Background: an optimization exercise with open tools, aiming at small area. Do not read the settings as production practice.
RTL that was checked went through simulation tests only; none was proved equivalent to the original.

== north ==
// EF
module EF
#(
    parameter TAP_N     = 17,
    parameter DI_IL_W   = 2,
    parameter DI_FL_W   = 5,
    parameter DI_W      = DI_IL_W + DI_FL_W + 1,
    parameter C_IL_W    = 2,
    parameter C_FL_W    = 5,
    parameter C_W       = C_IL_W + C_FL_W + 1,
    parameter DO_IL_W   = 2,
    parameter DO_FL_W   = 5,
    parameter DO_W      = DO_IL_W + DO_FL_W + 1
)
(
    input  wire                    clk,
    input  wire                    rst_n,
    input  wire                    valid_i,
    input  wire signed [DI_W-1:0]  data_i,
    input  wire [TAP_N*C_W-1:0]    coeff_i,
    output reg                     valid_o,
    output reg  signed [DO_W-1:0]  data_o
);
reg [7:0]  ring [0:15];    
reg [7:0]  xn;             
reg [7:0]  cbn;            
reg [3:0]  d;              
reg [3:0]  cnt;            
reg        v1;             
reg        busy;           
reg        primed;         
reg [19:0] acc;
wire       last = busy & (cnt == 4'd15);
wire       ins  = busy & (d == 4'd0);
wire [7:0] head = primed ? ring[0] : 8'd0;
integer i;
always @(posedge clk) begin
    for (i = 0; i < 15; i = i + 1) ring[i] <= ring[i+1];
    ring[15] <= ins ? xn : head;
    if (valid_i) xn <= data_i;
end
always @(posedge clk or negedge rst_n) begin
    if (!rst_n) begin
        d       <= 4'd0;
        cnt     <= 4'd0;
        v1      <= 1'b0;
        busy    <= 1'b0;
        primed  <= 1'b0;
        valid_o <= 1'b0;
    end else begin
        if (!last) d <= d + 4'd1;
        if (busy) cnt <= cnt + 4'd1;
        v1 <= valid_i;
        if (v1) busy <= 1'b1;
        else if (last) busy <= 1'b0;
        if (last) primed <= 1'b1;
        valid_o <= last;
    end
end
wire [3:0] ci  = ~(d + 4'd1);
wire       cgo = 1'b1;
wire [127:0] chi = coeff_i[135:8];
wire [7:0]   csel = chi[8*ci +: 8];
wire [7:0]   cb_d = valid_i ? coeff_i[7:0] : (cgo ? csel : 8'd0);
always @(posedge clk)
    cbn <= ~cb_d;
wire [7:0] cb = ~cbn;
wire [7:0]  ma     = v1 ? xn : head;
wire [19:0] acc_in = v1 ? 20'h79110 : acc;
wire [19:0] sum;
wire pp1;
wire pp2;
wire pp3;
wire pp4;
wire pp5;
wire pp6;
wire pp7;
wire pp8;
wire pp9;
wire pp10;
wire pp11;
wire pp12;
wire pp13;
wire pp14;
wire pp15;
wire pp16;
wire pp17;
wire pp18;
wire pp19;
wire pp20;
wire pp21;
wire pp22;
wire pp23;
wire pp24;
wire pp25;
wire pp26;
wire pp27;
wire pp28;
wire pp29;
  ...
For scale: about 180 flip-flops.
==> flow/config.mk <==
export PLATFORM = sky130hd
export DESIGN_NAME = EF
export DESIGN_NICKNAME = EF
export VERILOG_FILES = /design/flow/design.v
export SDC_FILE = /design/flow/constraint.sdc
export NUM_CORES = 4
export LEC_CHECK = 0
export CAP_MARGIN = 20
export CORE_MARGIN = 2
export CORE_UTILIZATION = 65
export CTS_BUF_LIST = sky130_fd_sc_hd__clkbuf_4 sky130_fd_sc_hd__clkbuf_8
export SLEW_MARGIN = 20
export SYNTH_HIERARCHICAL = 1
export SYNTH_MINIMUM_KEEP_SIZE = 0
==> flow/constraint.sdc <==
create_clock -name core_clock -period 5.0 [get_ports {clk}]
set_input_delay 1.0000 -clock core_clock [delete_from_list [all_inputs] [get_ports {clk}]]
set_output_delay 1.0000 -clock core_clock [all_outputs]
set_load 0.01 [all_outputs]
standard.sh (not shown) runs the stock make flow with config.mk's settings and CLKGATE_MAP_FILE= SYNTH_SCRIPT=/design/flow/synth_recipe.tcl, a recipe that flattens the netlist after the stock synthesis.
==> flow/flow/run.sh <==
#!/bin/bash
# The standard layout, with plain buf_1 cells as the port buffers.
set -euo pipefail
bash standard.sh BUFFER_PORTS_ARGS="-buffer_cell sky130_fd_sc_hd__buf_1" finish > make_finish.log 2>&1
Per the final summary, north finished and its layout is clean on timing, DRC and antenna.
Here is what was changed in the inputs of south compared with north.
Settings: swapping 65 for 40 in CORE_UTILIZATION.
==> flow/flow/run.sh <==
#!/bin/bash
# The standard layout, with plain buf_1 cells as the port buffers and power
# recovery (downsizing of cells off the critical paths) after global routing.
set -euo pipefail
bash standard.sh BUFFER_PORTS_ARGS="-buffer_cell sky130_fd_sc_hd__buf_1" RECOVER_POWER=100 finish > make_finish.log 2>&1
- Complete run, failing final checks: south, reason max-capacitance violations, max-slew violations.
- Going from north to south, flip-flop and latch share of the layout cell area went down 0.22 points, via count +24.
- For south, the origin of the worst setup path was primed, unlike north, where it was v1.
- The worst setup slack in south sits 0.044 ns above the value recorded for north.
- Diff north -> south: arrival time of the worst setup path decreased 0.05 ns; cell area after layout increased 0.54%.
No functional check of the RTL was part of any run of this note.


job 105:
EF, a different RTL version from the one above (not shown whole).
Size in the first run: roughly 660 cells after synthesis, about 180 flip-flops, about 7700 um2 of cells after synthesis.
Settings: LEC_CHECK=0, CAP_MARGIN=20, CORE_MARGIN=2, CORE_UTILIZATION=40, CTS_BUF_LIST=sky130_fd_sc_hd__clkbuf_4 sky130_fd_sc_hd__clkbuf_8, SLEW_MARGIN=20; clock period 5.0 ns.
run.sh (not shown) runs the stock make flow with config.mk's settings and CLKGATE_MAP_FILE= SYNTH_SCRIPT=/design/flow/synth_recipe.tcl, a recipe that flattens the netlist after the stock synthesis.
Stock flow here: none of the scripts above is used.
Edits applied to the flow inputs when going from job 105 to job 103:
==> flow/flow/run.sh (new file) <==
#!/bin/bash
# The standard layout, with plain buf_1 cells as the port buffers.
set -euo pipefail
bash standard.sh BUFFER_PORTS_ARGS="-buffer_cell sky130_fd_sc_hd__buf_1" finish > make_finish.log 2>&1
==> flow/standard.sh (new file) <==
#!/bin/bash
# synth_recipe.tcl (not shown) runs the flow's synth.tcl, then flattens the netlist and writes it again
# the make line also repeats each setting of config.mk as NAME=value (left out here)
make -C /OpenROAD-flow-scripts/flow DESIGN_CONFIG=/design/flow/config.mk WORK_HOME=/design/flow/orfs CLKGATE_MAP_FILE= SYNTH_SCRIPT=/design/flow/synth_recipe.tcl "${@:-finish}"
removed: flow/run.sh
Results
Job 103 ended with every stage complete and zero timing, DRC or antenna violations. [compare] base=job 105 new=job 103: fraction of standard cell area that is sequential went up; utilization went down; DRC violation total after the first TritonRoute iteration went up; global-route met3 utilization went down. The number of gates on the worst path with buffers counted in job 103 sits 1 above the value recorded for job 105. On post-layout minimum cycle time, job 105 and job 103 are neck and neck. Worst setup slack: job 105 vs job 103, no meaningful difference.

==> re-timing with driven ports <==
In the flow no input, the clock included, has a driving cell. The finished layouts below were timed again as built, in two steps.
Step 1 assumes that a clkbuf_16 drives the clock port and a buf_2 every other input.
Step 2 also shifts input and output timing later by t, the mid clock arrival at the registers, as if the neighbouring blocks saw the same clock.
Slacks: no drivers / after step 1 / after step 2; pairs: no drivers / after step 1.
| run | t (ns) | slack for setup (ns) | worst data-port slew with drivers (ns) |
|---|---|---|---|
| north | 0.482 | 0.304 / 0.304 / 0.304 | 0.09 |
| south | 0.482 | 0.348 / 0.348 / 0.348 | 0.05 |
| job 105 | 0.484 | 0.168 / 0.168 / 0.168 | 0.07 |
| job 103 | 0.478 | 0.168 / 0.168 / 0.168 | 0.05 |
